Context: an optimization exercise on an open-source flow, tuned for small area and a short achievable clock period. The choices shown serve that exercise and are no tape-out recipe.
In this exercise RTL edits were held to simulation tests only and were not proved equivalent to the original.

## design/flow/run.sh

```bash
#!/bin/bash
# synth_recipe.tcl (not shown) runs the flow's synth.tcl, then flattens the netlist and writes it again
# the make line also repeats each setting of config.mk as NAME=value (left out here)
make -C /OpenROAD-flow-scripts/flow DESIGN_CONFIG=/design/flow/config.mk WORK_HOME=/design/flow/orfs CLKGATE_MAP_FILE= SYNTH_SCRIPT=/design/flow/synth_recipe.tcl finish
```

## design/flow/config.mk

```make
export PLATFORM = sky130hd
export DESIGN_NAME = aipp_coherent_phase_recovery
export DESIGN_NICKNAME = aipp_coherent_phase_recovery
export VERILOG_FILES = /design/flow/design.v
export SDC_FILE = /design/flow/constraint.sdc
export NUM_CORES = 4
export LEC_CHECK = 0
export CAP_MARGIN = 20
export CORE_MARGIN = 2
export CORE_UTILIZATION = 40
export CTS_BUF_LIST = sky130_fd_sc_hd__clkbuf_4
export PLACE_DENSITY = 0.6
export SETUP_SLACK_MARGIN = 2.0
export SLEW_MARGIN = 20
```

## design/flow/constraint.sdc

```tcl
create_clock -name core_clock -period 5.5 [get_ports {clk_local_ref}]
set_input_delay 1.1000 -clock core_clock [delete_from_list [all_inputs] [get_ports {clk_local_ref}]]
set_output_delay 1.1000 -clock core_clock [all_outputs]
set_load 0.01 [all_outputs]
```

## design/flow/design.v

```verilog
module aipp_coherent_phase_recovery (
    input wire clk_local_ref,
    input wire rst_n,
    input wire [127:0] optical_in,
    input wire lock_enable,
    output reg clk_omega_out,
    output reg phase_locked,
    output reg [15:0] phase_error
);
    reg [31:1] pa_r;
    reg [15:1] lf_r;
    reg pc16;
    wire [31:0] pa = {pa_r, 1'b0};
    wire [15:0] lf = {lf_r, 1'b0};
    wire [15:0] pe = phase_error;
    wire [15:0] opt = optical_in[15:0];
    wire [15:0] pa_hi_n = ~pa[31:16];
    wire pc16_n = ~pc16;
    wire [15:0] peg = pe & {16{lock_enable}};
    wire [15:0] lfg = lf & {16{lock_enable}};
    wire pc16g = pc16;
    wire t1 = lf[6] ^ pe[4];
    wire t2 = lf[6] & pe[4];
    wire t3 = lf[7] ^ pe[5] ^ pe[2];
    wire t4 = (lf[7] & pe[5]) | (lf[7] & pe[2]) | (pe[5] & pe[2]);
    wire t5 = lf[8] ^ pe[6] ^ pe[3];
    wire t6 = (lf[8] & pe[6]) | (lf[8] & pe[3]) | (pe[6] & pe[3]);
    wire t7 = lf[9] ^ pe[7] ^ pe[4];
    wire t8 = (lf[9] & pe[7]) | (lf[9] & pe[4]) | (pe[7] & pe[4]);
    wire t9 = lf[10] ^ pe[8] ^ pe[5];
    wire t10 = (lf[10] & pe[8]) | (lf[10] & pe[5]) | (pe[8] & pe[5]);
    wire t11 = lf[11] ^ pe[9] ^ pe[6];
    wire t12 = (lf[11] & pe[9]) | (lf[11] & pe[6]) | (pe[9] & pe[6]);
    wire t13 = lf[12] ^ pe[10] ^ pe[7];
    wire t14 = (lf[12] & pe[10]) | (lf[12] & pe[7]) | (pe[10] & pe[7]);
    wire t15 = lf[13] ^ pe[11] ^ pe[8];
    wire t16 = (lf[13] & pe[11]) | (lf[13] & pe[8]) | (pe[11] & pe[8]);
    wire t17 = lf[14] ^ pe[12] ^ pe[9];
    wire t18 = (lf[14] & pe[12]) | (lf[14] & pe[9]) | (pe[12] & pe[9]);
    wire t19 = lf[15] ^ pe[13] ^ pe[10];
    wire t20 = (lf[15] & pe[13]) | (lf[15] & pe[10]) | (pe[13] & pe[10]);
    wire t21 = pe[14] ^ pe[11];
    wire t22 = pe[14] & pe[11];
    wire t23 = pe[15] ^ pe[12];
    wire t24 = pe[15] & pe[12];
    wire t25 = lf[5] ^ pe[3];
    wire t26 = lf[5] & pe[3];
    wire t27 = pe[1] ^ pe[0] ^ t1;
    wire t28 = (pe[1] & pe[0]) | (pe[1] & t1) | (pe[0] & t1);
    wire t29 = pe[1] ^ t3 ^ t2;
    wire t30 = (pe[1] & t3) | (pe[1] & t2) | (t3 & t2);
    wire t31 = pe[2] ^ t5 ^ t4;
    wire t32 = (pe[2] & t5) | (pe[2] & t4) | (t5 & t4);
    wire t33 = pe[3] ^ t7 ^ t6;
    wire t34 = (pe[3] & t7) | (pe[3] & t6) | (t7 & t6);
    wire t35 = pe[4] ^ t9 ^ t8;
    wire t36 = (pe[4] & t9) | (pe[4] & t8) | (t9 & t8);
    wire t37 = pe[5] ^ t11 ^ t10;
    wire t38 = (pe[5] & t11) | (pe[5] & t10) | (t11 & t10);
    wire t39 = pe[6] ^ t13 ^ t12;
    wire t40 = (pe[6] & t13) | (pe[6] & t12) | (t13 & t12);
    wire t41 = pe[7] ^ t15 ^ t14;
    wire t42 = (pe[7] & t15) | (pe[7] & t14) | (t15 & t14);
    wire t43 = pe[8] ^ t17 ^ t16;
    wire t44 = (pe[8] & t17) | (pe[8] & t16) | (t17 & t16);
    wire t45 = pe[9] ^ t19 ^ t18;
    wire t46 = (pe[9] & t19) | (pe[9] & t18) | (t19 & t18);
    wire t47 = pe[10] ^ t21 ^ t20;
    wire t48 = (pe[10] & t21) | (pe[10] & t20) | (t21 & t20);
    wire t49 = pe[11] ^ t23 ^ t22;
    wire t50 = (pe[11] & t23) | (pe[11] & t22) | (t23 & t22);
    wire t51 = pe[13] ^ pe[12] ^ t24;
    wire t52 = (pe[13] & pe[12]) | (pe[13] & t24) | (pe[12] & t24);
    wire t53 = pe[14] ^ pe[13];
    wire t54 = pe[14] & pe[13];
    wire t55 = pe[15] ^ pe[14];
    wire t56 = pe[15] & pe[14];
    wire t57 = lf[1] & lock_enable;
    wire t58 = lf[2] & lock_enable;
    wire t59 = pe[0] & lock_enable;
    wire t60 = lf[3] & lock_enable;
    wire t61 = pe[1] & lock_enable;
    wire t62 = lf[4] & lock_enable;
    wire t63 = pe[2] & lock_enable;
    wire t64 = pe[0] & lock_enable;
    wire t65 = t25 & lock_enable;
    wire t66 = t27 & lock_enable;
    wire t67 = t26 & lock_enable;
    wire t68 = t29 & lock_enable;
    wire t69 = t28 & lock_enable;
    wire t70 = t31 & lock_enable;
    wire t71 = t30 & lock_enable;
    wire t72 = t33 & lock_enable;
    wire t73 = t32 & lock_enable;
    wire t74 = t35 & lock_enable;
    wire t75 = t34 & lock_enable;
    wire t76 = t37 & lock_enable;
    wire t77 = t36 & lock_enable;
    wire t78 = t39 & lock_enable;
    wire t79 = t38 & lock_enable;
    wire t80 = t41 & lock_enable;
    wire t81 = t40 & lock_enable;
    wire t82 = t43 & lock_enable;
    wire t83 = t42 & lock_enable;
    wire t84 = t45 & lock_enable;
    wire t85 = t44 & lock_enable;
    wire t86 = t47 & lock_enable;
    wire t87 = t46 & lock_enable;
    wire t88 = t49 & lock_enable;
    wire t89 = t48 & lock_enable;
    wire t90 = t51 & lock_enable;
    wire t91 = t50 & lock_enable;
    wire t92 = t53 & lock_enable;
    wire t93 = t52 & lock_enable;
    wire t94 = t55 & lock_enable;
    wire t95 = t54 & lock_enable;
    wire t96 = pe[15] & lock_enable;
    wire t97 = t56 & lock_enable;
    wire t98 = pa[16] ^ t86;
    wire t99 = pa[16] & t86;
    wire t100 = pa[17] ^ t88;
    wire t101 = pa[17] & t88;
    wire t102 = pa[18] ^ t90;
    wire t103 = pa[18] & t90;
    wire t104 = pa[19] ^ t92;
    wire t105 = pa[19] & t92;
    wire t106 = pa[20] ^ t94;
    wire t107 = pa[20] & t94;
    wire t108 = pa[21] ^ t96;
    wire t109 = pa[21] & t96;
    wire t110 = pa[2] ^ t58;
    wire t111 = pa[2] & t58;
    wire t112 = pa[3] ^ t60 ^ t61;
    wire t113 = (pa[3] & t60) | (pa[3] & t61) | (t60 & t61);
    wire t114 = pa[4] ^ t62 ^ t63;
    wire t115 = (pa[4] & t62) | (pa[4] & t63) | (t62 & t63);
    wire t116 = pa[5] ^ t64 ^ t65;
    wire t117 = (pa[5] & t64) | (pa[5] & t65) | (t64 & t65);
    wire t118 = pa[6] ^ t66 ^ t67;
    wire t119 = (pa[6] & t66) | (pa[6] & t67) | (t66 & t67);
    wire t120 = pa[7] ^ t68 ^ t69;
    wire t121 = (pa[7] & t68) | (pa[7] & t69) | (t68 & t69);
    wire t122 = pa[8] ^ t70 ^ t71;
    wire t123 = (pa[8] & t70) | (pa[8] & t71) | (t70 & t71);
    wire t124 = pa[9] ^ t72 ^ t73;
    wire t125 = (pa[9] & t72) | (pa[9] & t73) | (t72 & t73);
    wire t126 = pa[10] ^ t74 ^ t75;
    wire t127 = (pa[10] & t74) | (pa[10] & t75) | (t74 & t75);
    wire t128 = pa[11] ^ t76 ^ t77;
    wire t129 = (pa[11] & t76) | (pa[11] & t77) | (t76 & t77);
    wire t130 = pa[12] ^ t78 ^ t79;
    wire t131 = (pa[12] & t78) | (pa[12] & t79) | (t78 & t79);
    wire t132 = pa[13] ^ t80 ^ t81;
    wire t133 = (pa[13] & t80) | (pa[13] & t81) | (t80 & t81);
    wire t134 = pa[14] ^ t82 ^ t83;
    wire t135 = (pa[14] & t82) | (pa[14] & t83) | (t82 & t83);
    wire t136 = pa[15] ^ t84 ^ t85;
    wire t137 = (pa[15] & t84) | (pa[15] & t85) | (t84 & t85);
    wire t138 = t87 ^ pc16 ^ t98;
    wire t139 = (t87 & pc16) | (t87 & t98) | (pc16 & t98);
    wire t140 = t89 ^ t100 ^ t99;
    wire t141 = (t89 & t100) | (t89 & t99) | (t100 & t99);
    wire t142 = t91 ^ t102 ^ t101;
    wire t143 = (t91 & t102) | (t91 & t101) | (t102 & t101);
    wire t144 = t93 ^ t104 ^ t103;
    wire t145 = (t93 & t104) | (t93 & t103) | (t104 & t103);
    wire t146 = t95 ^ t106 ^ t105;
    wire t147 = (t95 & t106) | (t95 & t105) | (t106 & t105);
    wire t148 = t97 ^ t108 ^ t107;
    wire t149 = (t97 & t108) | (t97 & t107) | (t108 & t107);
    wire t150 = pa[22] ^ t109;
    wire t151 = pa[22] & t109;
    wire t152 = pa[1] ^ t57;
    wire t153 = pa[1] & t57;
    wire t154 = t59 ^ t110;
    wire t155 = t59 & t110;
    wire t156 = t112 ^ t111;
    wire t157 = t112 & t111;
    wire t158 = t114 ^ t113;
    wire t159 = t114 & t113;
    wire t160 = t116 ^ t115;
    wire t161 = t116 & t115;
    wire t162 = t118 ^ t117;
    wire t163 = t118 & t117;
    wire t164 = t120 ^ t119;
    wire t165 = t120 & t119;
    wire t166 = t122 ^ t121;
    wire t167 = t122 & t121;
    wire t168 = t124 ^ t123;
    wire t169 = t124 & t123;
    wire t170 = t126 ^ t125;
    wire t171 = t126 & t125;
    wire t172 = t128 ^ t127;
    wire t173 = t128 & t127;
    wire t174 = t130 ^ t129;
    wire t175 = t130 & t129;
    wire t176 = t132 ^ t131;
    wire t177 = t132 & t131;
    wire t178 = t134 ^ t133;
    wire t179 = t134 & t133;
    wire t180 = t136 ^ t135;
    wire t181 = t136 & t135;
    wire t182 = t155 | (t154 & t153);
    wire t183 = t154 & t152;
    wire t184 = t159 | (t158 & t157);
    wire t185 = t158 & t156;
    wire t186 = t163 | (t162 & t161);
    wire t187 = t162 & t160;
    wire t188 = t167 | (t166 & t165);
    wire t189 = t166 & t164;
    wire t190 = t171 | (t170 & t169);
    wire t191 = t170 & t168;
    wire t192 = t175 | (t174 & t173);
    wire t193 = t174 & t172;
    wire t194 = t179 | (t178 & t177);
    wire t195 = t178 & t176;
    wire t196 = t184 | (t185 & t182);
    wire t197 = t185 & t183;
    wire t198 = t188 | (t189 & t186);
    wire t199 = t189 & t187;
    wire t200 = t192 | (t193 & t190);
    wire t201 = t193 & t191;
    wire t202 = t198 | (t199 & t196);
    wire t203 = t199 & t197;
    wire t204 = t200 | (t201 & t202);
    wire t205 = t201 & t203;
    wire t206 = t186 | (t187 & t196);
    wire t207 = t187 & t197;
    wire t208 = t190 | (t191 & t202);
    wire t209 = t191 & t203;
    wire t210 = t194 | (t195 & t204);
    wire t211 = t195 & t205;
    wire t212 = t157 | (t156 & t182);
    wire t213 = t156 & t183;
    wire t214 = t161 | (t160 & t196);
    wire t215 = t160 & t197;
    wire t216 = t165 | (t164 & t206);
    wire t217 = t164 & t207;
    wire t218 = t169 | (t168 & t202);
    wire t219 = t168 & t203;
    wire t220 = t173 | (t172 & t208);
    wire t221 = t172 & t209;
    wire t222 = t177 | (t176 & t204);
    wire t223 = t176 & t205;
    wire t224 = t181 | (t180 & t210);
    wire t225 = t180 & t211;
    wire t226 = t154 ^ t153;
    wire t227 = t156 ^ t182;
    wire t228 = t158 ^ t212;
    wire t229 = t160 ^ t196;
    wire t230 = t162 ^ t214;
    wire t231 = t164 ^ t206;
    wire t232 = t166 ^ t216;
    wire t233 = t168 ^ t202;
    wire t234 = t170 ^ t218;
    wire t235 = t172 ^ t208;
    wire t236 = t174 ^ t220;
    wire t237 = t176 ^ t204;
    wire t238 = t178 ^ t222;
    wire t239 = t180 ^ t210;
    wire t240 = t138 ^ t137;
    wire t241 = t138 & t137;
    wire t242 = t140 ^ t139;
    wire t243 = t140 & t139;
    wire t244 = t142 ^ t141;
    wire t245 = t142 & t141;
    wire t246 = t144 ^ t143;
    wire t247 = t144 & t143;
    wire t248 = t146 ^ t145;
    wire t249 = t146 & t145;
    wire t250 = t148 ^ t147;
    wire t251 = t148 & t147;
    wire t252 = t150 ^ t149;
    wire t253 = t150 & t149;
    wire t254 = pa[23] ^ t151;
    wire t255 = pa[23] & t151;
    wire t256 = pa[24] ^ 1'b0;
    wire t257 = pa[24] & 1'b0;
    wire t258 = pa[25] ^ 1'b0;
    wire t259 = pa[25] & 1'b0;
    wire t260 = pa[26] ^ 1'b0;
    wire t261 = pa[26] & 1'b0;
    wire t262 = pa[27] ^ 1'b0;
    wire t263 = pa[27] & 1'b0;
    wire t264 = pa[28] ^ 1'b0;
    wire t265 = pa[28] & 1'b0;
    wire t266 = pa[29] ^ 1'b0;
    wire t267 = pa[29] & 1'b0;
    wire t268 = pa[30] ^ 1'b0;
    wire t269 = pa[30] & 1'b0;
    wire t270 = pa[31] ^ 1'b0;
    wire t271 = pa[31] & 1'b0;
    wire t272 = t243 | (t242 & t241);
    wire t273 = t242 & t240;
    wire t274 = t247 | (t246 & t245);
    wire t275 = t246 & t244;
    wire t276 = t251 | (t250 & t249);
    wire t277 = t250 & t248;
    wire t278 = t255 | (t254 & t253);
    wire t279 = t254 & t252;
    wire t280 = t259 | (t258 & t257);
    wire t281 = t258 & t256;
    wire t282 = t263 | (t262 & t261);
    wire t283 = t262 & t260;
    wire t284 = t267 | (t266 & t265);
    wire t285 = t266 & t264;
    wire t286 = t271 | (t270 & t269);
    wire t287 = t270 & t268;
    wire t288 = t274 | (t275 & t272);
    wire t289 = t275 & t273;
    wire t290 = t278 | (t279 & t276);
    wire t291 = t279 & t277;
    wire t292 = t282 | (t283 & t280);
    wire t293 = t283 & t281;
    wire t294 = t286 | (t287 & t284);
    wire t295 = t287 & t285;
    wire t296 = t290 | (t291 & t288);
    wire t297 = t291 & t289;
    wire t298 = t294 | (t295 & t292);
    wire t299 = t295 & t293;
    wire t300 = t298 | (t299 & t296);
    wire t301 = t299 & t297;
    wire t302 = t292 | (t293 & t296);
    wire t303 = t293 & t297;
    wire t304 = t276 | (t277 & t288);
    wire t305 = t277 & t289;
    wire t306 = t280 | (t281 & t296);
    wire t307 = t281 & t297;
    wire t308 = t284 | (t285 & t302);
    wire t309 = t285 & t303;
    wire t310 = t245 | (t244 & t272);
    wire t311 = t244 & t273;
    wire t312 = t249 | (t248 & t288);
    wire t313 = t248 & t289;
    wire t314 = t253 | (t252 & t304);
    wire t315 = t252 & t305;
    wire t316 = t257 | (t256 & t296);
    wire t317 = t256 & t297;
    wire t318 = t261 | (t260 & t306);
    wire t319 = t260 & t307;
    wire t320 = t265 | (t264 & t302);
    wire t321 = t264 & t303;
    wire t322 = t269 | (t268 & t308);
    wire t323 = t268 & t309;
    wire t324 = t242 ^ t241;
    wire t325 = t244 ^ t272;
    wire t326 = t246 ^ t310;
    wire t327 = t248 ^ t288;
    wire t328 = t250 ^ t312;
    wire t329 = t252 ^ t304;
    wire t330 = t254 ^ t314;
    wire t331 = t256 ^ t296;
    wire t332 = t258 ^ t316;
    wire t333 = t260 ^ t306;
    wire t334 = t262 ^ t318;
    wire t335 = t264 ^ t302;
    wire t336 = t266 ^ t320;
    wire t337 = t268 ^ t308;
    wire t338 = t270 ^ t322;
    wire t339 = lf[3] ^ peg[2];
    wire t340 = lf[3] & peg[2];
    wire t341 = lf[4] ^ peg[3] ^ peg[1];
    wire t342 = (lf[4] & peg[3]) | (lf[4] & peg[1]) | (peg[3] & peg[1]);
    wire t343 = lf[5] ^ peg[4] ^ peg[2];
    wire t344 = (lf[5] & peg[4]) | (lf[5] & peg[2]) | (peg[4] & peg[2]);
    wire t345 = lf[6] ^ peg[5] ^ peg[3];
    wire t346 = (lf[6] & peg[5]) | (lf[6] & peg[3]) | (peg[5] & peg[3]);
    wire t347 = lf[7] ^ peg[6] ^ peg[4];
    wire t348 = (lf[7] & peg[6]) | (lf[7] & peg[4]) | (peg[6] & peg[4]);
    wire t349 = lf[8] ^ peg[7] ^ peg[5];
    wire t350 = (lf[8] & peg[7]) | (lf[8] & peg[5]) | (peg[7] & peg[5]);
    wire t351 = lf[9] ^ peg[8] ^ peg[6];
    wire t352 = (lf[9] & peg[8]) | (lf[9] & peg[6]) | (peg[8] & peg[6]);
    wire t353 = lf[10] ^ peg[9] ^ peg[7];
    wire t354 = (lf[10] & peg[9]) | (lf[10] & peg[7]) | (peg[9] & peg[7]);
    wire t355 = lf[11] ^ peg[10] ^ peg[8];
    wire t356 = (lf[11] & peg[10]) | (lf[11] & peg[8]) | (peg[10] & peg[8]);
    wire t357 = lf[12] ^ peg[11] ^ peg[9];
    wire t358 = (lf[12] & peg[11]) | (lf[12] & peg[9]) | (peg[11] & peg[9]);
    wire t359 = lf[13] ^ peg[12] ^ peg[10];
    wire t360 = (lf[13] & peg[12]) | (lf[13] & peg[10]) | (peg[12] & peg[10]);
    wire t361 = lf[14] ^ peg[13] ^ peg[11];
    wire t362 = (lf[14] & peg[13]) | (lf[14] & peg[11]) | (peg[13] & peg[11]);
    wire t363 = lf[15] ^ peg[14] ^ peg[12];
    wire t364 = (lf[15] & peg[14]) | (lf[15] & peg[12]) | (peg[14] & peg[12]);
    wire t365 = lf[1] ^ peg[0];
    wire t366 = lf[1] & peg[0];
    wire t367 = lf[2] ^ peg[1];
    wire t368 = lf[2] & peg[1];
    wire t369 = peg[0] ^ t339;
    wire t370 = peg[0] & t339;
    wire t371 = t341 ^ t340;
    wire t372 = t341 & t340;
    wire t373 = t343 ^ t342;
    wire t374 = t343 & t342;
    wire t375 = t345 ^ t344;
    wire t376 = t345 & t344;
    wire t377 = t347 ^ t346;
    wire t378 = t347 & t346;
    wire t379 = t349 ^ t348;
    wire t380 = t349 & t348;
    wire t381 = t351 ^ t350;
    wire t382 = t351 & t350;
    wire t383 = t353 ^ t352;
    wire t384 = t353 & t352;
    wire t385 = t355 ^ t354;
    wire t386 = t355 & t354;
    wire t387 = t357 ^ t356;
    wire t388 = t357 & t356;
    wire t389 = t359 ^ t358;
    wire t390 = t359 & t358;
    wire t391 = t361 ^ t360;
    wire t392 = t361 & t360;
    wire t393 = t363 ^ t362;
    wire t394 = t363 & t362;
    wire t395 = t368 | (t367 & t366);
    wire t396 = t367 & t365;
    wire t397 = t372 | (t371 & t370);
    wire t398 = t371 & t369;
    wire t399 = t376 | (t375 & t374);
    wire t400 = t375 & t373;
    wire t401 = t380 | (t379 & t378);
    wire t402 = t379 & t377;
    wire t403 = t384 | (t383 & t382);
    wire t404 = t383 & t381;
    wire t405 = t388 | (t387 & t386);
    wire t406 = t387 & t385;
    wire t407 = t392 | (t391 & t390);
    wire t408 = t391 & t389;
    wire t409 = t397 | (t398 & t395);
    wire t410 = t398 & t396;
    wire t411 = t401 | (t402 & t399);
    wire t412 = t402 & t400;
    wire t413 = t405 | (t406 & t403);
    wire t414 = t406 & t404;
    wire t415 = t411 | (t412 & t409);
    wire t416 = t412 & t410;
    wire t417 = t413 | (t414 & t415);
    wire t418 = t414 & t416;
    wire t419 = t399 | (t400 & t409);
    wire t420 = t400 & t410;
    wire t421 = t403 | (t404 & t415);
    wire t422 = t404 & t416;
    wire t423 = t407 | (t408 & t417);
    wire t424 = t408 & t418;
    wire t425 = t370 | (t369 & t395);
    wire t426 = t369 & t396;
    wire t427 = t374 | (t373 & t409);
    wire t428 = t373 & t410;
    wire t429 = t378 | (t377 & t419);
    wire t430 = t377 & t420;
    wire t431 = t382 | (t381 & t415);
    wire t432 = t381 & t416;
    wire t433 = t386 | (t385 & t421);
    wire t434 = t385 & t422;
    wire t435 = t390 | (t389 & t417);
    wire t436 = t389 & t418;
    wire t437 = t394 | (t393 & t423);
    wire t438 = t393 & t424;
    wire t439 = t367 ^ t366;
    wire t440 = t369 ^ t395;
    wire t441 = t371 ^ t425;
    wire t442 = t373 ^ t409;
    wire t443 = t375 ^ t427;
    wire t444 = t377 ^ t419;
    wire t445 = t379 ^ t429;
    wire t446 = t381 ^ t415;
    wire t447 = t383 ^ t431;
    wire t448 = t385 ^ t421;
    wire t449 = t387 ^ t433;
    wire t450 = t389 ^ t417;
    wire t451 = t391 ^ t435;
    wire t452 = t393 ^ t423;
    wire t453 = opt[0] ^ pa_hi_n[0];
    wire t454 = opt[0] & pa_hi_n[0];
    wire t455 = opt[1] ^ pa_hi_n[1];
    wire t456 = opt[1] & pa_hi_n[1];
    wire t457 = opt[2] ^ pa_hi_n[2];
    wire t458 = opt[2] & pa_hi_n[2];
    wire t459 = opt[3] ^ pa_hi_n[3];
    wire t460 = opt[3] & pa_hi_n[3];
    wire t461 = opt[4] ^ pa_hi_n[4];
    wire t462 = opt[4] & pa_hi_n[4];
    wire t463 = opt[5] ^ pa_hi_n[5];
    wire t464 = opt[5] & pa_hi_n[5];
    wire t465 = opt[6] ^ pa_hi_n[6];
    wire t466 = opt[6] & pa_hi_n[6];
    wire t467 = opt[7] ^ pa_hi_n[7];
    wire t468 = opt[7] & pa_hi_n[7];
    wire t469 = opt[8] ^ pa_hi_n[8];
    wire t470 = opt[8] & pa_hi_n[8];
    wire t471 = opt[9] ^ pa_hi_n[9];
    wire t472 = opt[9] & pa_hi_n[9];
    wire t473 = opt[10] ^ pa_hi_n[10];
    wire t474 = opt[10] & pa_hi_n[10];
    wire t475 = opt[11] ^ pa_hi_n[11];
    wire t476 = opt[11] & pa_hi_n[11];
    wire t477 = opt[12] ^ pa_hi_n[12];
    wire t478 = opt[12] & pa_hi_n[12];
    wire t479 = opt[13] ^ pa_hi_n[13];
    wire t480 = opt[13] & pa_hi_n[13];
    wire t481 = opt[14] ^ pa_hi_n[14];
    wire t482 = opt[14] & pa_hi_n[14];
    wire t483 = opt[15] ^ pa_hi_n[15];
    wire t484 = opt[15] & pa_hi_n[15];
    wire t485 = t454 | (t453 & pc16_n);
    wire t486 = t456 | (t455 & t485);
    wire t487 = t455 & t453;
    wire t488 = t460 | (t459 & t458);
    wire t489 = t459 & t457;
    wire t490 = t464 | (t463 & t462);
    wire t491 = t463 & t461;
    wire t492 = t468 | (t467 & t466);
    wire t493 = t467 & t465;
    wire t494 = t472 | (t471 & t470);
    wire t495 = t471 & t469;
    wire t496 = t476 | (t475 & t474);
    wire t497 = t475 & t473;
    wire t498 = t480 | (t479 & t478);
    wire t499 = t479 & t477;
    wire t500 = t484 | (t483 & t482);
    wire t501 = t483 & t481;
    wire t502 = t488 | (t489 & t486);
    wire t503 = t489 & t487;
    wire t504 = t492 | (t493 & t490);
    wire t505 = t493 & t491;
    wire t506 = t496 | (t497 & t494);
    wire t507 = t497 & t495;
    wire t508 = t500 | (t501 & t498);
    wire t509 = t501 & t499;
    wire t510 = t504 | (t505 & t502);
    wire t511 = t505 & t503;
    wire t512 = t508 | (t509 & t506);
    wire t513 = t509 & t507;
    wire t514 = t512 | (t513 & t510);
    wire t515 = t513 & t511;
    wire t516 = t506 | (t507 & t510);
    wire t517 = t507 & t511;
    wire t518 = t490 | (t491 & t502);
    wire t519 = t491 & t503;
    wire t520 = t494 | (t495 & t510);
    wire t521 = t495 & t511;
    wire t522 = t498 | (t499 & t516);
    wire t523 = t499 & t517;
    wire t524 = t458 | (t457 & t486);
    wire t525 = t457 & t487;
    wire t526 = t462 | (t461 & t502);
    wire t527 = t461 & t503;
    wire t528 = t466 | (t465 & t518);
    wire t529 = t465 & t519;
    wire t530 = t470 | (t469 & t510);
    wire t531 = t469 & t511;
    wire t532 = t474 | (t473 & t520);
    wire t533 = t473 & t521;
    wire t534 = t478 | (t477 & t516);
    wire t535 = t477 & t517;
    wire t536 = t482 | (t481 & t522);
    wire t537 = t481 & t523;
    wire t538 = t453 ^ pc16_n;
    wire t539 = t455 ^ t485;
    wire t540 = t457 ^ t486;
    wire t541 = t459 ^ t524;
    wire t542 = t461 ^ t502;
    wire t543 = t463 ^ t526;
    wire t544 = t465 ^ t518;
    wire t545 = t467 ^ t528;
    wire t546 = t469 ^ t510;
    wire t547 = t471 ^ t530;
    wire t548 = t473 ^ t520;
    wire t549 = t475 ^ t532;
    wire t550 = t477 ^ t516;
    wire t551 = t479 ^ t534;
    wire t552 = t481 ^ t522;
    wire t553 = t483 ^ t536;
    wire [31:1] pa_d = {t338, t337, t336, t335, t334, t333, t332, t331, t330, t329, t328, t327, t326, t325, t324, t240, t239, t238, t237, t236, t235, t234, t233, t232, t231, t230, t229, t228, t227, t226, t152};
    wire [15:1] lf_d = {t452, t451, t450, t449, t448, t447, t446, t445, t444, t443, t442, t441, t440, t439, t365};
    wire pc16_d = t224;
    wire [15:0] pe_d = {t553, t552, t551, t550, t549, t548, t547, t546, t545, t544, t543, t542, t541, t540, t539, t538};
    wire pa31 = pa[31] ^ (pc16 & (&pa[30:16]));
    always @(posedge clk_local_ref or negedge rst_n) begin
        if (!rst_n) begin
            pa_r <= 31'b0; lf_r <= 15'b0; pc16 <= 1'b0;
        end else begin
            pa_r <= pa_d; lf_r <= lf_d; pc16 <= pc16_d;
        end
    end
    always @(posedge clk_local_ref or negedge rst_n) begin
        if (!rst_n) begin
            clk_omega_out <= 1'b0; phase_locked <= 1'b0; phase_error <= 16'b0;
        end else if (lock_enable) begin
            phase_error <= pe_d;
            clk_omega_out <= pa31;
            phase_locked <= (pe < 16'd50);
        end
    end
endmodule
```

==> Flow_metrics.wiki, run 1 <==
{| class="wikitable"
! Metric !! Value
|-
| Number of enable-type register cells in the synthesized netlist || 0
|-
| Result of the run || complete, no violations
|-
| Post-route insts no fill || 808
|-
| Data arrival time of the worst path || 4.40 ns
|-
| Core area || 14400 µm²
|-
| Fmax achieved || 249 MHz
|-
| CTS buffer count || 9
|-
| Area of the mapped netlist || 5830 µm²
|-
| CTS H-tree lvls || 3
|-
| Rows || 44
|-
| Dominant combinational cell family by area after synthesis || adder cells
|-
| Routability cong. || 0.833
|-
| Highest routed layer || met4
|-
| Max Root-Sink Buffers || 2
|-
| Final net count || 898
|-
| Final Max Slew Viols || 0
|-
| WL per Instance || 15.7 µm
|-
| Width of the die || 125 µm
|-
| Detailed Route WL || 12700 µm
|-
| Final count of hold timing violations || 0
|-
| Kind of path behind the tightest hold check || reg -> reg
|-
| Antenna Diode Count || 0
|-
| Number of buffer cells added on primary ports || 36
|-
| Via count || 3948
|-
| Multiplexer area fraction after synthesis || 0.00944
|-
| Req. time, crit path || 5.88 ns
|-
| Slew at the pin closest to its max-slew limit || 0.867 ns
|-
| WL met2 || 6530 µm
|-
| Top cells by instance count after synthesis || 105 x sky130_fd_sc_hd__inv_1, 77 x sky130_fd_sc_hd__fa_1, 71 x sky130_fd_sc_hd__ha_1
|-
| Vias per std cell || 4.89
|-
| Simple-gate area share of the yosys netlist || 0.0940
|-
| Fraction of the yosys area taken by sequential cells || 0.279
|-
| Vertical die dimension || 125 µm
|-
| Share of synthesized cell area in full adder, half adder and majority cells || 0.417
|-
| Starting DRC count in detailed routing || 100
|-
| Final Cycle Share || 0.731
|-
| Xor-xnor portion of the synthesized cell area || 0.0511
|-
| Rel. slew slack || 0.422
|-
| Post-Place Cells || 760
|-
| Type of the worst setup path || reg -> reg
|-
| Synthesis-stage register bit count || 65
|-
| Global-route usage over all layers || 0.175
|-
| Mean instance size in the synthesized netlist || 10.7 µm²
|-
| Clock-pin slew on the worst setup and hold paths || 0.11 ns
|-
| Area Growth Syn to Fin || 23.2%
|-
| Number of sinks driven by the clock tree || 65
|-
| First-pass iteration count of the detailed router || 4
|-
| TritonCTS clock tree || built
|-
| Compound-Gate Fraction of Synth Area || 0.0758
|-
| Minimum clock period || 4.02 ns
|-
| Total DRC errors in the routed layout || 0
|-
| Setup TNS Final || 0 ns
|-
| Global-route wire length before repair || 21500 µm
|-
| Net count of the mapped netlist || 824
|-
| Number of instances in the synthesized netlist || 545
|-
| Capturing element type of the critical path || register
|-
| Routed metal-1 wire length || 5600 µm
|-
| Full die area || 15600 µm²
|-
| Skew-Pair Late Insertion Delay || 0.46 ns
|-
| Count of maximum capacitance violations || 0
|-
| Combined area of the multi-input logic cells || 4100 µm²
|-
| Total of endpoints with negative setup slack in the final report || 0
|-
| Yosys synthesis warning count || 1
|-
| CP Max Fanout || 4
|-
| Netlist cell types || 40
|-
| Layout cell share with drive strength beyond 1 || 0.228
|-
| Root buf cell || sky130_fd_sc_hd__clkbuf_4
|-
| Number of routed nets with antenna violations || 0
|-
| Number of antenna violations at the first check in global routing || 0
|-
| Cells taking the most area after synthesis || sky130_fd_sc_hd__dfrtp_1 28%, sky130_fd_sc_hd__fa_1 26%, sky130_fd_sc_hd__ha_1 15%
|-
| Most instantiated flip-flop cell in the synthesis netlist || sky130_fd_sc_hd__dfrtp_1
|-
| Unrepaired setup endpoints after global routing || yes
|-
| Total congestion overflow || 0
|-
| Yosys top cell by area || sky130_fd_sc_hd__dfrtp_1
|-
| Share of synthesized registers carrying an async set or reset || 1.00
|-
| Initial Utilization || 0.406
|-
| Register cell area after layout || 1640 µm²
|-
| Dominant cell by count in the synthesized netlist || sky130_fd_sc_hd__inv_1
|-
| Startpoint type of the worst setup path || register
|-
| Max Clock Skew || 0.0116 ns
|-
| CTS Hold Buffers Added || 0
|-
| Pin count of the biggest net entering global routing || 66
|-
| Via count of the first global-routing pass || 4295
|-
| Number of fillers in the final layout || 1297
|-
| Met3 WL post-DR || 382 µm
|-
| DP HPWL || 9470 µm
|-
| Number of top-level pins || 149
|-
| Share of Yosys cell area claimed by the top area cell type || 0.279
|}
-- logic make-up after synthesis --
family,Yosys count
DFF,65
AOI/OAI and AO/OA,68
muxes,5
xor gates and xnor gates,34
buffers and inverters,114
adders and majority gates,148
and+or+nand+nor,111
-- registers in the layout (all words and copies together) (netlist names) --
| register | cells |
|---|---|
| phase_error | 16 |
| clk_omega_out | 1 |
| lf_r | 15 |
| pa_r | 31 |
| pc16 | 1 |
| phase_locked | 1 |
-- final timing paths --
path | slack, ns | endpoint | depth (start not counted) | from
max reg2reg | 1.48 | pa_r[27]$_DFF_PN0_ | 17 | phase_error[13]$_DFFE_PN0P_
min reg2reg | 0.49 | pa_r[25]$_DFF_PN0_ | 1 | pa_r[25]$_DFF_PN0_
min | 0.49 | pa_r[25]$_DFF_PN0_ | 1 | pa_r[25]$_DFF_PN0_
max | 1.48 | pa_r[27]$_DFF_PN0_ | 17 | phase_error[13]$_DFFE_PN0P_
max in group asynchronous | 4.05 | phase_error[13]$_DFFE_PN0P_ | 2 | rst_n
min in group asynchronous | 0.82 | pa_r[5]$_DFF_PN0_ | 2 | rst_n
-- worst max-delay path, cell delays in order, from the launching register on --
cell and delay (ns):
sky130_fd_sc_hd__dfrtp_2 0.45, sky130_fd_sc_hd__fa_2 0.40, sky130_fd_sc_hd__fa_1 0.44, sky130_fd_sc_hd__and2_4 0.16, sky130_fd_sc_hd__ha_4 0.25, sky130_fd_sc_hd__inv_2 0.03, sky130_fd_sc_hd__fa_1 0.42, sky130_fd_sc_hd__inv_1 0.07
sky130_fd_sc_hd__ha_2 0.16, sky130_fd_sc_hd__inv_2 0.03, sky130_fd_sc_hd__fa_2 0.34, sky130_fd_sc_hd__nor2b_2 0.13, sky130_fd_sc_hd__o21ai_2 0.07, sky130_fd_sc_hd__a21boi_2 0.20, sky130_fd_sc_hd__o2111ai_4 0.22, sky130_fd_sc_hd__a211oi_2 0.24
sky130_fd_sc_hd__ha_2 0.20, sky130_fd_sc_hd__xor2_1 0.14
-- cells in the final DEF (no fill, tap or decap), types with 7 or more instances in the layout --
cell                              instances
sky130_fd_sc_hd__a21o_1                   7
sky130_fd_sc_hd__a21oi_1                 19
sky130_fd_sc_hd__and2_1                  23
sky130_fd_sc_hd__buf_4                   32
sky130_fd_sc_hd__clkbuf_4                 9
sky130_fd_sc_hd__clkdlybuf4s50_1         33
sky130_fd_sc_hd__dfrtp_1                 52
sky130_fd_sc_hd__dfrtp_2                 13
sky130_fd_sc_hd__fa_1                    64
sky130_fd_sc_hd__fa_2                    13
sky130_fd_sc_hd__ha_1                    59
sky130_fd_sc_hd__ha_4                    10
sky130_fd_sc_hd__inv_1                   95
sky130_fd_sc_hd__inv_2                   10
sky130_fd_sc_hd__nand2_1                 40
sky130_fd_sc_hd__nor2_1                  19
sky130_fd_sc_hd__xnor2_1                 18
sky130_fd_sc_hd__xor2_1                  14
-- cell type report --
type / instances / area share
inverters: 105 / 0.0549
repair buffers: 72 / 0.0904
clock buffers: 9 / 0.00941
flip-flops and latches: 65 / 0.229
clock inverters: 7 / 0.0131
well taps: 184 / 0.0321
multi-input cells: 366 / 0.571
-- routing by layer --
| metal | track usage | up-vias |
|---|---|---|
| met5 | 0 | - |
| met4 | 0.0489 | 0 |
| met3 | 0.0374 | 14 |
| met2 | 0.308 | 53 |
| met1 | 0.219 | 2005 |
| li1 | - | 1876 |
-- stage by stage --
stage	hold slack (ns)	instance area (µm²)	setup WS, ns	util
3_3_place_gp	0.463	6490	1.04	0.452
2_1_floorplan	0.452	5960	1.53	-
4_1_cts	0.498	7050	1.45	0.491
3_5_place_dp	0.471	6490	1.01	0.452
5_1_grt	0.506	7180	1.33	0.500
6_report	0.491	7180	1.48	0.500
-- repair_timing --
action,in CTS,in global routing
pin swaps,32,25
endpoints found under the setup margin,28,26
gates cloned,0,0
resized for setup,42,28
buffers inserted,27,5
==> run 2, diff against run 1 <==
--- a/design/flow/config.mk
+++ b/design/flow/config.mk
@@ -8,7 +8,6 @@
 export CAP_MARGIN = 20
 export CORE_MARGIN = 2
 export CORE_UTILIZATION = 40
-export CTS_BUF_LIST = sky130_fd_sc_hd__clkbuf_4
 export PLACE_DENSITY = 0.6
-export SETUP_SLACK_MARGIN = 2.0
+export SETUP_SLACK_MARGIN = 1.0
 export SLEW_MARGIN = 20
==> run 2 against run 1 <==
  * Area after synthesis is the same
  * Wire length down 4.7%
  * Flip-flop and latch count did not move
  * Still clean
  * Largest cell class unchanged
  * Global-route usage fell by 0.56 points
  * Fmax is 4.9% lower
  * Synthesized cell count is the same
  * Worst hold slack worse by 0.0085 ns
==> Flow_metrics.wiki, run 2 <==
{| class="wikitable"
! Metric !! Value
|-
| Vertical die dimension || 125 µm (unchanged)
|-
| Final core occ || 0.468 (-0.0317)
|-
| Antenna Diode Count || 0 (unchanged)
|-
| Total non-filler cell area in the finished layout || 6730 µm² (-6.3%)
|-
| Number of routed nets with antenna violations || 0 (unchanged)
|-
| Yosys top cell by area || sky130_fd_sc_hd__dfrtp_1
|-
| Full die area || 15600 µm² (unchanged)
|-
| Data arrival time of the worst path || 4.49 ns (+0.09 ns)
|-
| Number of top-level pins || 149 (unchanged)
|-
| Placed standard-cell area || 6410 µm² (-1.3%)
|-
| Largest reg by FF count || pa_r
|-
| Final net count || 867 (-3.5%)
|-
| First-pass iteration count of the detailed router || 4 (unchanged)
|-
| Dominant cell by count in the synthesized netlist || sky130_fd_sc_hd__inv_1
|-
| Via count || 3750 (-5.0%)
|-
| Total congestion overflow || 0 (unchanged)
|-
| Netlist cell types || 40 (unchanged)
|-
| Area Growth Syn to Fin || 15.3%
|-
| Max Root-Sink Buffers || 2 (unchanged)
|-
| Top cells by instance count after synthesis || 105 x sky130_fd_sc_hd__inv_1, 77 x sky130_fd_sc_hd__fa_1, 71 x sky130_fd_sc_hd__ha_1
|-
| CTS H-tree lvls || 3 (unchanged)
|-
| Rows || 44 (unchanged)
|-
| Root buf cell || sky130_fd_sc_hd__clkbuf_16
|-
| Count of maximum capacitance violations || 0 (unchanged)
|-
| Core area || 14400 µm² (unchanged)
|-
| Final Max Slew Viols || 0 (unchanged)
|-
| Rel. slew slack || 0.403 (-0.0186)
|-
| Setup TNS Final || 0 ns (unchanged)
|-
| TritonCTS clock tree || built
|-
| Final count of hold timing violations || 0 (unchanged)
|-
| Capturing element type of the critical path || register
|-
| Fraction of the yosys area taken by sequential cells || 0.279 (unchanged)
|-
| Slew at the pin closest to its max-slew limit || 0.895 ns (+0.0279 ns)
|-
| Final Hold Slack || 0.482 ns (-0.00845 ns)
|-
| Cells taking the most area after synthesis || sky130_fd_sc_hd__dfrtp_1 28%, sky130_fd_sc_hd__fa_1 26%, sky130_fd_sc_hd__ha_1 15%
|-
| Pin count of the biggest net entering global routing || 66 (unchanged)
|-
| Number of fillers in the final layout || 1381 (+6.5%)
|-
| Startpoint type of the worst setup path || register
|-
| Result of the run || complete, no violations
|-
| Registers with the most flip-flops || pa_r: 31 flops, phase_error: 16 flops, lf_r: 15 flops
|-
| Total of endpoints with negative setup slack in the final report || 0 (unchanged)
|-
| Area of the mapped netlist || 5830 µm² (unchanged)
|-
| Width of the die || 125 µm (unchanged)
|-
| Share of synthesized registers carrying an async set or reset || 1.00 (unchanged)
|-
| Mean instance size in the synthesized netlist || 10.7 µm² (unchanged)
|-
| Type of the worst setup path || reg -> reg
|-
| Clock-pin slew on the worst setup and hold paths || 0.06 ns (-0.05 ns)
|-
| Worst setup slack before clock tree synthesis || 0.837 ns (-0.173 ns)
|-
| Skew-Pair Late Insertion Delay || 0.34 ns (-0.12 ns)
|-
| Share of Yosys cell area claimed by the top area cell type || 0.279 (unchanged)
|-
| Number of enable-type register cells in the synthesized netlist || 0 (unchanged)
|-
| Cell depth of the worst hold path || 1 (unchanged)
|-
| CTS buffer count || 9 (unchanged)
|-
| Flip-flop count of the largest register after layout || 31 (unchanged)
|-
| Number of antenna violations at the first check in global routing || 0 (unchanged)
|-
| Detailed Route WL || 12100 µm (-4.7%)
|-
| Routability cong. || 0.829 (-0.47%)
|-
| Final Cycle Share || 0.769 (+0.0376)
|-
| Global-route wire length before repair || 20800 µm (-2.9%)
|-
| Global-route usage over all layers || 0.170 (-0.00564)
|-
| Starting DRC count in detailed routing || 126 (+26%)
|-
| Synthesis-stage register bit count || 65 (unchanged)
|-
| Smallest setup slack after layout || 1.27 ns (-0.207 ns)
|-
| Minimum clock period || 4.23 ns (+0.207 ns)
|-
| Leading cell types in the layout, fill and taps excluded || 105 x sky130_fd_sc_hd__inv_1, 77 x sky130_fd_sc_hd__fa_1, 71 x sky130_fd_sc_hd__ha_1
|-
| Layout cell share with drive strength beyond 1 || 0.0625 (-0.165)
|-
| Number of buffer cells added on primary ports || 36 (unchanged)
|-
| Unrepaired setup endpoints after global routing || no
|-
| Yosys synthesis warning count || 1 (unchanged)
|-
| Net count of the mapped netlist || 824 (unchanged)
|-
| CP Max Fanout || 4 (unchanged)
|-
| Req. time, crit path || 5.76 ns (-0.12 ns)
|-
| Most instantiated flip-flop cell in the synthesis netlist || sky130_fd_sc_hd__dfrtp_1
|-
| Kind of path behind the tightest hold check || reg -> reg
|-
| Initial Utilization || 0.406 (unchanged)
|-
| Number of sinks driven by the clock tree || 65 (unchanged)
|-
| Total DRC errors in the routed layout || 0 (unchanged)
|-
| Via count of the first global-routing pass || 4257 (-0.88%)
|-
| CTS Hold Buffers Added || 0 (unchanged)
|-
| Most common library cell in the layout ignoring fill and taps || sky130_fd_sc_hd__inv_1
|-
| Max Clock Skew || 0.00396 ns (-0.00767 ns)
|-
| Number of cell instances on the worst register-to-register path || 17 (unchanged)
|-
| Fmax achieved || 236 MHz (-4.9%)
|-
| WL per Instance || 15.6 µm (-0.79%)
|-
| Number of instances in the synthesized netlist || 545 (unchanged)
|-
| Vias per std cell || 4.83 (-1.1%)
|-
| DP HPWL || 9490 µm (+0.26%)
|}
-- run 2: changes by cell type in the layout (fill, tap and decap cells not counted), sizes merged --
cell,change
inv,-1
clkinv,+1
buf,-31
bufinv,-1
dlygate4sd2,-1
clkdlybuf4s50,+1
-- run 2: repair_timing --
| action | in CTS | in global routing |
|---|---|---|
| gates resized for setup | 1 | 7 |
| setup buffers | 0 | 0 |
| setup endpoints to repair | 4 | 8 |
-- run 2: final timing paths --
path                                             startpoint                          end  slack (ns)
worst max register to register  phase_error[10]$_DFFE_PN0P_           pa_r[27]$_DFF_PN0_        1.27
worst min-delay path                      pa_r[1]$_DFF_PN0_            pa_r[1]$_DFF_PN0_        0.48
worst min register to register            pa_r[1]$_DFF_PN0_            pa_r[1]$_DFF_PN0_        0.48
max in group asynchronous                             rst_n  phase_error[14]$_DFFE_PN0P_        3.89
min in group asynchronous                             rst_n            pa_r[8]$_DFF_PN0_        0.97
worst max-delay path            phase_error[10]$_DFFE_PN0P_           pa_r[27]$_DFF_PN0_        1.27
-- run 2: routing by layer --
| metal | wire length, µm | vias to the layer above | share of wire | track usage |
|---|---|---|---|---|
| met1 | 5340 | 1882 | 0.44 | 0.215 |
| met3 | 463 | 7 | 0.038 | 0.0447 |
| met2 | 6160 | 59 | 0.51 | 0.296 |
| li1 | - | 1802 | - | - |
| met4 | 110 | 0 | 0.0091 | 0.0291 |
| met5 | 0 | - | 0 | 0 |
-- run 2: metrics by stage --
| stage | cells |
|---|---|
| floorplan | 545 |
| global placement | 761 |
| detailed placement | 761 |
| CTS | 776 |
| global route | 776 |
| finish | 776 |
-- run 2: logic make-up (layout without fill, tap and decap cells) --
| kind of cell | Yosys count | in the layout | synth area share |
|---|---|---|---|
| compound gates | 68 | 68 | 0.0757 |
| fa+ha+maj | 148 | 148 | 0.417 |
| simple gates | 111 | 111 | 0.0940 |
| flops | 65 | 65 | 0.279 |
| xor+xnor | 34 | 34 | 0.0511 |
| buf+inv | 114 | 161 | 0.0740 |
| mux | 5 | 5 | 0.00944 |
-- run 2: layout make-up --
class / count / area, µm² / area share
Multi-Input combinational cell: 366 / 3800 / 0.565
Tap cell: 184 / 230 / 0.0342
Inverter: 105 / 394 / 0.0586
Clock inverter: 6 / 60.1 / 0.00893
Clock buffer: 9 / 225 / 0.0335
Sequential cell: 65 / 1630 / 0.242
Timing Repair Buffer: 41 / 388 / 0.0577
-- run 2: critical path: stages (launching register included) --
cell	delay [ns]
sky130_fd_sc_hd__dfrtp_1	0.40
sky130_fd_sc_hd__fa_1	0.46
sky130_fd_sc_hd__fa_1	0.43
sky130_fd_sc_hd__and2_1	0.17
sky130_fd_sc_hd__ha_1	0.26
sky130_fd_sc_hd__inv_1	0.07
sky130_fd_sc_hd__fa_1	0.40
sky130_fd_sc_hd__inv_1	0.06
sky130_fd_sc_hd__ha_1	0.14
sky130_fd_sc_hd__inv_1	0.05
sky130_fd_sc_hd__fa_1	0.40
sky130_fd_sc_hd__nor2b_1	0.12
sky130_fd_sc_hd__o21ai_0	0.12
sky130_fd_sc_hd__a21boi_2	0.28
sky130_fd_sc_hd__o2111ai_4	0.20
sky130_fd_sc_hd__a211oi_2	0.23
sky130_fd_sc_hd__ha_1	0.18
sky130_fd_sc_hd__xor2_1	0.16
==> run 3, diff against run 2 <==
--- a/design/flow/config.mk
+++ b/design/flow/config.mk
@@ -9,5 +9,4 @@
 export CORE_MARGIN = 2
 export CORE_UTILIZATION = 40
 export PLACE_DENSITY = 0.6
-export SETUP_SLACK_MARGIN = 1.0
 export SLEW_MARGIN = 20
==> run 3 against run 2 <==
  * Still clean on timing, DRC and antenna
  * Wire length down 0.44%
  * Register-to-register slack lost 0.38 ns
  * Final area decreased by 0.43%
  * Critical path type unchanged
==> Flow_metrics.wiki, run 3 <==
{| class="wikitable"
! Metric !! Value
|-
| Result of the run || complete, no violations
|-
| Max Root-Sink Buffers || 2 (unchanged)
|-
| CTS Hold Buffers Added || 0 (unchanged)
|-
| Share of Yosys cell area claimed by the top area cell type || 0.279 (unchanged)
|-
| Yosys synthesis warning count || 1 (unchanged)
|-
| Mean instance size in the synthesized netlist || 10.7 µm² (unchanged)
|-
| Routability cong. || 0.829 (unchanged)
|-
| Starting DRC count in detailed routing || 136 (+7.9%)
|-
| Vertical die dimension || 125 µm (unchanged)
|-
| Fmax achieved || 217 MHz (-8.2%)
|-
| Global-route usage over all layers || 0.170 (unchanged)
|-
| Number of fillers in the final layout || 1384 (+0.22%)
|-
| Number of enable-type register cells in the synthesized netlist || 0 (unchanged)
|-
| TritonCTS clock tree || built
|-
| Stage delay of the slowest cell on the critical path || 0.57 ns (+0.11 ns)
|-
| Flip-flop count of the largest register after layout || 31 (unchanged)
|-
| Total non-filler cell area in the finished layout || 6700 µm² (-0.43%)
|-
| Largest reg by FF count || pa_r
|-
| Total congestion overflow || 0 (unchanged)
|-
| Yosys top cell by area || sky130_fd_sc_hd__dfrtp_1
|-
| Synthesis-stage register bit count || 65 (unchanged)
|-
| Final Hold Slack || 0.482 ns (+0.00000200 ns)
|-
| Skew-Pair Late Insertion Delay || 0.34 ns (about the same)
|-
| Antenna Diode Count || 0 (unchanged)
|-
| Source of the worst register-to-register timing path || phase_error[14]$_DFFE_PN0P_
|-
| Max Clock Skew || 0.00401 ns (+0.0000525 ns)
|-
| Cells taking the most area after synthesis || sky130_fd_sc_hd__dfrtp_1 28%, sky130_fd_sc_hd__fa_1 26%, sky130_fd_sc_hd__ha_1 15%
|-
| Number of buffer cells added on primary ports || 36 (unchanged)
|-
| Number of routed nets with antenna violations || 0 (unchanged)
|-
| Setup TNS Final || 0 ns (unchanged)
|-
| Most instantiated flip-flop cell in the synthesis netlist || sky130_fd_sc_hd__dfrtp_1
|-
| Full die area || 15600 µm² (unchanged)
|-
| CP Cell Sequence || ha_1 > fa_1 > and2_1 > ha_1 > inv_1 > fa_1 > inv_1 > ha_1 > inv_1 > fa_1 > nor2b_1 > o21ai_0 > a21boi_0 > o2111ai_1 > a211oi_1 > ha_1 > xor2_1
|-
| RR Endpoint || pa_r[27]$_DFF_PN0_
|-
| Number of top-level pins || 149 (unchanged)
|-
| Final count of hold timing violations || 0 (unchanged)
|-
| Minimum clock period || 4.61 ns (+0.378 ns)
|-
| Via count of the first global-routing pass || 4257 (unchanged)
|-
| Combined area of the multi-input logic cells || 3770 µm² (-0.69%)
|-
| Slew at the pin closest to its max-slew limit || 0.889 ns (-0.00668 ns)
|-
| Endpoint of the worst hold-timing path || pa_r[1]$_DFF_PN0_
|-
| Final Cycle Share || 0.838 (+0.0686)
|-
| Vias per std cell || 4.81 (-0.37%)
|-
| Pin count of the biggest net entering global routing || 66 (unchanged)
|-
| CP Max Fanout || 8 (+4)
|-
| Type of the worst setup path || reg -> reg
|-
| Hold wc startpoint || pa_r[1]$_DFF_PN0_
|-
| Critical path's most frequent cell || sky130_fd_sc_hd__ha_1
|-
| Post-cts resize count || 0 (-1)
|-
| Global-route wire length before repair || 20800 µm (unchanged)
|-
| Net count of the mapped netlist || 824 (unchanged)
|-
| Clock-pin slew on the worst setup and hold paths || 0.06 ns (about the same)
|-
| # Post-CTS Setup Buffers || 0 (unchanged)
|-
| Top cells by instance count after synthesis || 105 x sky130_fd_sc_hd__inv_1, 77 x sky130_fd_sc_hd__fa_1, 71 x sky130_fd_sc_hd__ha_1
|-
| Area of the mapped netlist || 5830 µm² (unchanged)
|-
| Routed metal-1 wire length || 5350 µm (+0.13%)
|-
| Root buf cell || sky130_fd_sc_hd__clkbuf_16
|-
| Core area || 14400 µm² (unchanged)
|-
| Share of synthesized registers carrying an async set or reset || 1.00 (unchanged)
|-
| Via count || 3736 (-0.37%)
|-
| Capturing element type of the critical path || register
|-
| Placed standard-cell area || 6410 µm² (unchanged)
|-
| Count of maximum capacitance violations || 0 (unchanged)
|-
| CTS H-tree lvls || 3 (unchanged)
|-
| WL met2 || 6100 µm (-1.1%)
|-
| Registers with the most flip-flops || pa_r: 31 flops, phase_error: 16 flops, lf_r: 15 flops
|-
| Final Max Slew Viols || 0 (unchanged)
|-
| WL per Instance || 15.5 µm (-0.44%)
|-
| Netlist cell types || 40 (unchanged)
|-
| Rows || 44 (unchanged)
|-
| CTS buffer count || 9 (unchanged)
|-
| Met3 WL post-DR || 469 µm (+1.3%)
|-
| Cell depth of the worst hold path || 1 (unchanged)
|-
| DP HPWL || 9490 µm (unchanged)
|-
| Worst R2R Setup Slack || 0.89 ns (-0.38 ns)
|-
| Total of endpoints with negative setup slack in the final report || 0 (unchanged)
|-
| Initial Utilization || 0.406 (unchanged)
|-
| Setup crit start || phase_error[14]$_DFFE_PN0P_
|-
| Req. time, crit path || 5.76 ns (about the same)
|-
| Number of instances in the synthesized netlist || 545 (unchanged)
|-
| Area Growth Syn to Fin || 14.8%
|-
| Highest routed layer || met4
|-
| Data arrival time of the worst path || 4.86 ns (+0.37 ns)
|-
| Width of the die || 125 µm (unchanged)
|-
| Unrepaired setup endpoints after global routing || no
|-
| Number of sinks driven by the clock tree || 65 (unchanged)
|-
| Layout cell share with drive strength beyond 1 || 0.0541 (-0.00845)
|-
| Startpoint type of the worst setup path || register
|-
| Leading cell types in the layout, fill and taps excluded || 105 x sky130_fd_sc_hd__inv_1, 77 x sky130_fd_sc_hd__fa_1, 71 x sky130_fd_sc_hd__ha_1
|-
| CP max-delay cell || sky130_fd_sc_hd__dfrtp_1
|-
| Number of cell instances on the worst register-to-register path || 17 (unchanged)
|-
| Kind of path behind the tightest hold check || reg -> reg
|-
| Fraction of the yosys area taken by sequential cells || 0.279 (unchanged)
|-
| Rel. slew slack || 0.408 (+0.00445)
|-
| Detailed Route WL || 12000 µm (-0.44%)
|-
| Number of antenna violations at the first check in global routing || 0 (unchanged)
|-
| Total DRC errors in the routed layout || 0 (unchanged)
|-
| Register cell area after layout || 1630 µm² (-0.15%)
|-
| Final net count || 867 (unchanged)
|-
| First-pass iteration count of the detailed router || 4 (unchanged)
|-
| Most common library cell in the layout ignoring fill and taps || sky130_fd_sc_hd__inv_1
|-
| Dominant cell by count in the synthesized netlist || sky130_fd_sc_hd__inv_1
|}
==> run 3: changes by cell type in the layout (fill, tap and decap cells not counted) <==
cell                        change
sky130_fd_sc_hd__a211oi_1       +1
sky130_fd_sc_hd__dfrtp_1        +2
sky130_fd_sc_hd__dfrtp_2        -2
sky130_fd_sc_hd__a21boi_2       -1
sky130_fd_sc_hd__o2111ai_1      +1
sky130_fd_sc_hd__a21boi_0       +2
sky130_fd_sc_hd__a21boi_1       -1
sky130_fd_sc_hd__o2111ai_4      -1
sky130_fd_sc_hd__a211oi_2       -1
==> run 3: routing by layer <==
metal | track usage | vias to the layer above
li1 | - | 1802
met4 | 0.0291 | 0
met2 | 0.296 | 57
met5 | 0 | -
met1 | 0.215 | 1870
met3 | 0.0447 | 7
==> run 3: worst max-delay path by stage <==
stage                         endpoint  slack [ns]  cells after the start
floorplan           pa_r[14]$_DFF_PN0_        1.25                     14
global placement    pa_r[27]$_DFF_PN0_        0.83                     16
detailed placement  pa_r[27]$_DFF_PN0_        0.84                     16
CTS                 pa_r[27]$_DFF_PN0_        0.89                     17
global route        pa_r[27]$_DFF_PN0_        0.52                     17
finish              pa_r[27]$_DFF_PN0_        0.89                     17
==> run 3: cell type report <==
cell class	count	area share
Clock buffer	9	0.0336
Clock inverter	6	0.00897
Inverter	105	0.0589
Multi-Input combinational cell	366	0.563
Sequential cell	65	0.243
Tap cell	184	0.0344
Timing Repair Buffer	41	0.0579
==> run 3: per-stage QoR <==
step	std cells	utilization	setup WS, ns
after floorplan	545	-	1.25
after global placement	761	0.446	0.829
after detailed placement	761	0.446	0.837
after CTS	776	0.466	0.894
after global routing	776	0.466	0.518
final	776	0.466	0.892
==> run 3: cells by family after synthesis <==
group / count (synthesis) / synth area share
fa+ha+maj: 148 / 0.417
buf+inv: 114 / 0.0740
simple gates: 111 / 0.0940
compound gates: 68 / 0.0757
flops: 65 / 0.279
xor+xnor: 34 / 0.0511
mux: 5 / 0.00944
==> run 3: critical path: cells and delay by family, from the launching register on <==
family,cells,cell delay [ns]
compound gates,4,1.15
flops,1,0.57
xor+xnor,1,0.16
fa+ha+maj,7,2.18
simple gates,2,0.29
buf+inv,3,0.18
==> run 4, diff against run 3 <==
==> design/flow/flow/run.sh (new file) <==
#!/bin/bash
# Own layout flow: the standard ORFS flow (standard.sh), with two changes:
#  - synthesis runs without Yosys's early "abc -fast" pass (SYNTH_ARGS=-noabc), so the full
#    adders that ORFS extracts from the RTL's explicit carry-save logic keep their polarity
#    (no inverter pairs around them); the final ABC mapping is unchanged;
#  - the port buffers that placement inserts are buf_1 cells rather than the default choice.
# Everything else (floorplan, power grid, taps, placement, CTS, routing) is standard.sh unchanged.
set -euo pipefail
export SYNTH_ARGS="-noabc"
export BUFFER_PORTS_ARGS="-buffer_cell sky130_fd_sc_hd__buf_1"
bash standard.sh > standard_make.log 2>&1
==> design/flow/standard.sh (new file) <==
#!/bin/bash
# synth_recipe.tcl (not shown) runs the flow's synth.tcl, then flattens the netlist and writes it again
# the make line also repeats each setting of config.mk as NAME=value (left out here)
make -C /OpenROAD-flow-scripts/flow DESIGN_CONFIG=/design/flow/config.mk WORK_HOME=/design/flow/orfs CLKGATE_MAP_FILE= SYNTH_SCRIPT=/design/flow/synth_recipe.tcl "${@:-finish}"
--- a/design/flow/config.mk
+++ b/design/flow/config.mk
@@ -9,4 +9,5 @@
 export CORE_MARGIN = 2
 export CORE_UTILIZATION = 40
 export PLACE_DENSITY = 0.6
+export SETUP_SLACK_MARGIN = 1.0
 export SLEW_MARGIN = 20
removed: design/flow/run.sh
==> run 4 against run 3 <==
  * Global-route usage decreased by 0.23 points
  * Clock skew rose by 0.0032 ns
  * Flip-flop and latch count unchanged
  * Die area down 4.3%
  * Worst hold slack lost 0.0030 ns
  * Critical path type unchanged
  * Highest routed layer unchanged
==> Flow_metrics.wiki, run 4 <==
{| class="wikitable"
! Metric !! Value
|-
| Layout cell share with drive strength beyond 1 || 0.0720 (+0.0179)
|-
| Minimum clock period || 4.31 ns (-0.295 ns)
|-
| Kind of path behind the tightest hold check || reg -> reg
|-
| Total of endpoints with negative setup slack in the final report || 0 (unchanged)
|-
| Registers with the most flip-flops || pa_r: 31 flops, phase_error: 16 flops, lf_r: 15 flops
|-
| Final Cycle Share || 0.784 (-0.0536)
|-
| CTS H-tree lvls || 3 (unchanged)
|-
| Most instantiated flip-flop cell in the synthesis netlist || sky130_fd_sc_hd__dfrtp_1
|-
| Max Clock Skew || 0.00723 ns (+0.00322 ns)
|-
| Area of the mapped netlist || 5570 µm² (-4.4%)
|-
| Width of the die || 122 µm (-2.2%)
|-
| Rel. slew slack || 0.563 (+0.156)
|-
| Smallest setup slack after layout || 1.19 ns (+0.295 ns)
|-
| Global-route wire length before repair || 19100 µm (-8.4%)
|-
| Global-route usage over all layers || 0.168 (-0.00229)
|-
| Unrepaired setup endpoints after global routing || yes
|-
| Slew at the pin closest to its max-slew limit || 0.655 ns (-0.234 ns)
|-
| Top cells by instance count after synthesis || 80 x sky130_fd_sc_hd__fa_1, 68 x sky130_fd_sc_hd__ha_1, 65 x sky130_fd_sc_hd__dfrtp_1
|-
| Final core occ || 0.459 (-0.00731)
|-
| Data arrival time of the worst path || 4.53 ns (-0.33 ns)
|-
| Area Growth Syn to Fin || 13.0%
|-
| Post-Place Cells || 662 (-13%)
|-
| Starting DRC count in detailed routing || 96 (-29%)
|-
| Initial Utilization || 0.406 (about the same)
|-
| Skew-Pair Late Insertion Delay || 0.33 ns (about the same)
|-
| Result of the run || complete, no violations
|-
| Final Max Slew Viols || 0 (unchanged)
|-
| Dominant cell by count in the synthesized netlist || sky130_fd_sc_hd__fa_1
|-
| Number of instances in the synthesized netlist || 448 (-18%)
|-
| Via count of the first global-routing pass || 3875 (-9.0%)
|-
| Cells taking the most area after synthesis || sky130_fd_sc_hd__dfrtp_1 29%, sky130_fd_sc_hd__fa_1 29%, sky130_fd_sc_hd__ha_1 15%
|-
| First-pass iteration count of the detailed router || 4 (unchanged)
|-
| Pin count of the biggest net entering global routing || 41 (-38%)
|-
| Post-route insts no fill || 680 (-12%)
|-
| Rows || 43 (-2.3%)
|-
| Startpoint type of the worst setup path || register
|-
| Root buf cell || sky130_fd_sc_hd__clkbuf_16
|-
| Fmax achieved || 232 MHz (+6.8%)
|-
| Capturing element type of the critical path || register
|-
| Number of sinks driven by the clock tree || 65 (unchanged)
|-
| Type of the worst setup path || reg -> reg
|-
| Full die area || 14900 µm² (-4.3%)
|-
| CTS buffer count || 9 (unchanged)
|-
| Number of buffer cells added on primary ports || 36 (unchanged)
|-
| Mean instance size in the synthesized netlist || 12.4 µm² (+16%)
|-
| Final net count || 774 (-11%)
|-
| Net count of the mapped netlist || 727 (-12%)
|-
| Number of antenna violations at the first check in global routing || 0 (unchanged)
|}
[run 4: cell count changes in the layout (fill, tap and decap cells not counted), sizes merged, moves of 8 or more]
cell	change
clkdlybuf4s50	-34
nand2	-32
buf	+36
xnor2	-8
a21oi	-10
inv	-72
nor2	-8
and2	+25
[run 4: what timing repair did]
action                     CTS  global route
buffers inserted             2             0
gates resized for setup      2             5
pin swaps                    1             0
setup endpoints to repair    8             7
[run 4: stage by stage]
stage / area (µm²)
after global routing: 6290
after global placement: 5950
after CTS: 6280
after detailed placement: 5950
final: 6290
after floorplan: 5570
[run 4: layout make-up]
class | instances | area (µm²)
clock buffer | 13 | 240
multi-input combinational | 342 | 3810
inverter | 33 | 124
timing repair buffer | 44 | 201
fill | 1287 | 7430
clock inverter | 3 | 65.1
sequential | 65 | 1630
tap | 180 | 225
[run 4: layer usage]
layer	up-vias	track usage	share of wire	wire [µm]
li1	1582	-	-	-
met1	1751	0.202	0.42	4630
met3	11	0.0459	0.035	387
met2	48	0.300	0.53	5850
met5	-	0	0	0
met4	0	0.0352	0.013	139
[run 4: worst paths after layout]
path | slack, ns | endpoint | start | depth (start not counted)
max | 1.19 | pa_r[27]$_DFF_PN0_ | phase_error[10]$_DFFE_PN0P_ | 16
min in group asynchronous | 0.80 | lf_r[8]$_DFF_PN0_ | rst_n | 1
min reg2reg | 0.48 | pa_r[1]$_DFF_PN0_ | pa_r[1]$_DFF_PN0_ | 1
max in group asynchronous | 3.68 | phase_error[13]$_DFFE_PN0P_ | rst_n | 2
max reg2reg | 1.19 | pa_r[27]$_DFF_PN0_ | phase_error[10]$_DFFE_PN0P_ | 16
min | 0.48 | pa_r[1]$_DFF_PN0_ | pa_r[1]$_DFF_PN0_ | 1
[run 4: worst max-delay path, delay by kind of cell, from the launching register on]
family                   cells  cell delay, ns
buffers and inverters        1            0.19
flip-flops                   1            0.40
XOR/XNOR                     1            0.15
adder cells (fa/ha/maj)      7            2.34
AO/OA/AOI/OAI                4            0.81
AND/OR/NAND/NOR              3            0.32
[run 4: cell families (layout without fill, tap and decap cells)]
kind of cell,after synthesis,count (layout),share of synthesized area
buf+inv,41,93,0.0276
simple gates,97,97,0.105
flops,65,65,0.292
fa+ha+maj,148,148,0.440
compound gates,55,55,0.0662
mux,10,10,0.0191
xor+xnor,32,32,0.0503

## separate check: timing with driven ports
Ports are ideal in the flow. The routed layouts listed here were re-timed in OpenROAD.
Step 1: set_driving_cell puts a clkbuf_16 on clk_local_ref and a buf_2 on each other input, an assumption about the parent block.
Step 2, shift: input delay + t, output delay - t, t = (earliest + latest rising clock arrival at the registers) / 2. This alone moves slack from input paths to output paths.
a / b / c = no drivers / after step 1 / after step 2; a / b = the first two.
| run | shift t [ns] | setup WS [ns] | worst register clock-pin slew, ns | worst slew at a driven data input, ns | cell pins on the clock port's net |
|---|---|---|---|---|---|
| run 1 | 0.482 | 1.477 / 1.477 / 1.401 | 0.13 / 0.13 | 0.06 | 1 |
| run 2 | 0.372 | 1.270 / 1.270 / 1.007 | 0.06 / 0.06 | 0.03 | 1 |
| run 3 | 0.373 | 0.892 / 0.892 / 0.827 | 0.06 / 0.06 | 0.03 | 1 |
| run 4 | 0.366 | 1.187 / 1.187 / 0.877 | 0.06 / 0.06 | 0.04 | 1 |
After both steps every run listed still meets setup and hold. For run 4, which loses most, drivers alone change the setup slack by 0.000 ns; drivers and shift together by -0.310 ns.
